This design comes from an exercise in tuning for small area on the open sky130 flow, not from production work.
Where RTL was checked, it was by simulation tests only, not by an equivalence proof against the original.
Power and IR drop assume default switching activity.

## SuperBallPickupMasterRotaryChampionDeluxe5
module SuperBallPickupMasterRotaryChampionDeluxe5(
	input LeftA,
	input LeftB,
	input RightA,
	input RightB,
	input LeftA2,
	input LeftB2,
	input RightA2,
	input RightB2,
	input wire clk,			 
	input wire reset,			 
	output wire [6:0] seg,	 
	output wire [3:0] an,	 
	output wire dp,			 
	output wire [2:0] red,	 
	output wire [2:0] green, 
	output wire [1:0] blue,	 
	output wire hsync,		 
	output wire vsync,			 
	output resetOut
	);
For scale: roughly 1100 cells after synthesis, ~280 flip-flops, roughly 33 I/O pins, ~15000 sq um of cells after synthesis.
make LEC_CHECK=0 CAP_MARGIN=20 CORE_MARGIN=2 CORE_UTILIZATION=40 SLEW_MARGIN=20 finish   # period 20.0 ns
run.sh (not shown) runs the stock make flow with config.mk's settings and CLKGATE_MAP_FILE= SYNTH_SCRIPT=/design/flow/synth_recipe.tcl, a recipe that flattens the netlist after the stock synthesis.
Then changed:
==> flow/flow/run.sh (new file) <==
#!/bin/bash
# Layout flow: the standard synthesis and layout, with a lighter clock tree
# (small buffers, no dummy loads) and the smallest buffer on the ports.
set -euo pipefail
bash standard.sh synth > synth.log 2>&1
bash standard.sh \
  "CTS_ARGS=-sink_clustering_enable -repair_clock_nets -dont_use_dummy_load -buf_list sky130_fd_sc_hd__clkbuf_16 -sink_clustering_size 25 -sink_clustering_max_diameter 50" \
  "BUFFER_PORTS_ARGS=-buffer_cell sky130_fd_sc_hd__buf_1" \
  finish > layout.log 2>&1
==> flow/standard.sh (new file) <==
#!/bin/bash
# synth_recipe.tcl (not shown) runs the flow's synth.tcl, then flattens the netlist and writes it again
# the make line also repeats each setting of config.mk as NAME=value (left out here)
make -C /OpenROAD-flow-scripts/flow DESIGN_CONFIG=/design/flow/config.mk WORK_HOME=/design/flow/orfs CLKGATE_MAP_FILE= SYNTH_SCRIPT=/design/flow/synth_recipe.tcl "${@:-finish}"
removed: flow/run.sh
Result:
- synthesized area is unchanged
- wire length is lower by 1.4%
- final cell count is lower by about 1.5%
- hold slack is worse by 11 ps
- worst setup slack is better by 480 ps
- power is lower by 4.5%
- synthesized cell count does not change
- first-iteration DRC count is higher by about 16%
- combinational power is lower by about 2%
- fmax is higher by about 4.4%
- sequential cell count stays the same
Then changed:
==> flow/run.sh (new file) <==
#!/bin/bash
# synth_recipe.tcl (not shown) runs the flow's synth.tcl, then flattens the netlist and writes it again
# the make line also repeats each setting of config.mk as NAME=value (left out here)
make -C /OpenROAD-flow-scripts/flow DESIGN_CONFIG=/design/flow/config.mk WORK_HOME=/design/flow/orfs CLKGATE_MAP_FILE= SYNTH_SCRIPT=/design/flow/synth_recipe.tcl finish
- CTS_BUF_LIST: not set -> sky130_fd_sc_hd__clkbuf_4
removed: flow/flow/run.sh
removed: flow/standard.sh
After rerunning: The changed run finished clean. Routed wire length rose by 2.6%. Die area is unchanged. Clock-buffer cell count rose by 84. First-iteration DRC count fell by 17%.
No functional check of the RTL was part of any run of this note.

---

Setup of run a:
SuperBallPickupMasterRotaryChampionDeluxe5, a different RTL version from the one above (not shown whole).
Size: roughly 1100 cells after synthesis, ~33 I/O pins, roughly 15000 µm² of cells after synthesis.
export LEC_CHECK = 0
export CAP_MARGIN = 20
export CORE_MARGIN = 2
export CORE_UTILIZATION = 40
export CTS_BUF_LIST = sky130_fd_sc_hd__clkbuf_4
export CTS_CLUSTER_DIAMETER = 80
export CTS_CLUSTER_SIZE = 8
export SLEW_MARGIN = 20
create_clock -name core_clock -period 20.0 [get_ports {clk}]
Stock flow here: none of the scripts above is used.
Run a: flow completed, timing, DRC and antenna clean
### run a -> run b
# run a
export LEC_CHECK = 0
export CAP_MARGIN = 20
export CORE_MARGIN = 2
export CORE_UTILIZATION = 40
export CTS_BUF_LIST = sky130_fd_sc_hd__clkbuf_4
export CTS_CLUSTER_DIAMETER = 80
export CTS_CLUSTER_SIZE = 8
export SLEW_MARGIN = 20
create_clock -name core_clock -period 20.0 [get_ports {clk}]
# run b
export LEC_CHECK = 0
export CAP_MARGIN = 20
export CORE_MARGIN = 2
export CORE_UTILIZATION = 40
export SLEW_MARGIN = 20
create_clock -name core_clock -period 20.0 [get_ports {clk}]
==> flow/flow/run.sh (new file) <==
#!/bin/bash
# Layout flow: the standard synthesis and layout (standard.sh), with a
# lighter clock tree (clkbuf_4 leaf buffers driving about 8 flip-flops each,
# no dummy loads), the smallest buffer (buf_1) on the input and output ports,
# and power recovery after global routing (downsizes gates that have slack).
# Each step's full output goes to its own log here (synth.log, layout.log),
# besides ORFS's per-step logs under orfs/logs.
set -euo pipefail
bash standard.sh synth > synth.log 2>&1
bash standard.sh \
  "CTS_ARGS=-sink_clustering_enable -repair_clock_nets -dont_use_dummy_load -buf_list sky130_fd_sc_hd__clkbuf_4 -sink_clustering_size 8 -sink_clustering_max_diameter 80" \
  "BUFFER_PORTS_ARGS=-buffer_cell sky130_fd_sc_hd__buf_1" \
  "RECOVER_POWER=100" \
  finish > layout.log 2>&1
==> flow/standard.sh (new file) <==
#!/bin/bash
# synth_recipe.tcl (not shown) runs the flow's synth.tcl, then flattens the netlist and writes it again
# the make line also repeats each setting of config.mk as NAME=value (left out here)
make -C /OpenROAD-flow-scripts/flow DESIGN_CONFIG=/design/flow/config.mk WORK_HOME=/design/flow/orfs CLKGATE_MAP_FILE= SYNTH_SCRIPT=/design/flow/synth_recipe.tcl "${@:-finish}"
removed: flow/run.sh
[summary]
- Ran to the end and failed final checks on max-capacitance violations, max-slew violations: run b.
- Run b can be clocked slower than run a.
- Between run a and run b, routed length on met2 decreased.
- Total chip power (higher): run a
- Layout-stage area growth over the synthesis result came out lower on run b than on run a.
- Run a has higher non-clock buffer instance count of the final layout than run b.
- The setup slack of run b is smaller than that of run a.

what the ideal ports hide:
Ports are ideal in the flow. The routed layouts listed here were re-timed in OpenROAD. Step 1 sets driving cells, clkbuf_16 on the clock port and buf_2 on the other inputs (assumed; they add their load-dependent delay and slew). Step 2, shift: input delay + t, output delay - t, t = (earliest + latest rising clock arrival at the registers) / 2. This alone moves slack from input paths to output paths. a / b / c = ideal ports / drivers / drivers and shift; a / b = the first two.
run	t (ns)	setup slack, ns	worst hold slack (ns)	worst setup path at the end	slew at the worst register clock pin (ns)
the first run of note 1	0.599	8.598 / 8.551 / 9.150	0.360 / 0.360 / 0.360	register to output	0.06 / 0.06
the second run of note 1	0.539	9.079 / 9.031 / 9.570	0.349 / 0.349 / 0.349	register to output	0.07 / 0.07
the third run of note 1	0.754	8.398 / 8.352 / 9.105	0.365 / 0.365 / 0.365	register to output	0.07 / 0.07
run a	0.692	8.597 / 8.552 / 9.244	0.361 / 0.361 / 0.361	register to output	0.11 / 0.11
run b	0.674	7.217 / 7.240 / 6.566	0.348 / 0.348 / 0.348	input, reset recovery	0.11 / 0.11
For run b, which loses most, drivers alone change the setup slack by +0.023 ns; drivers and shift together by -0.651 ns. Setup slack includes reset recovery checks.
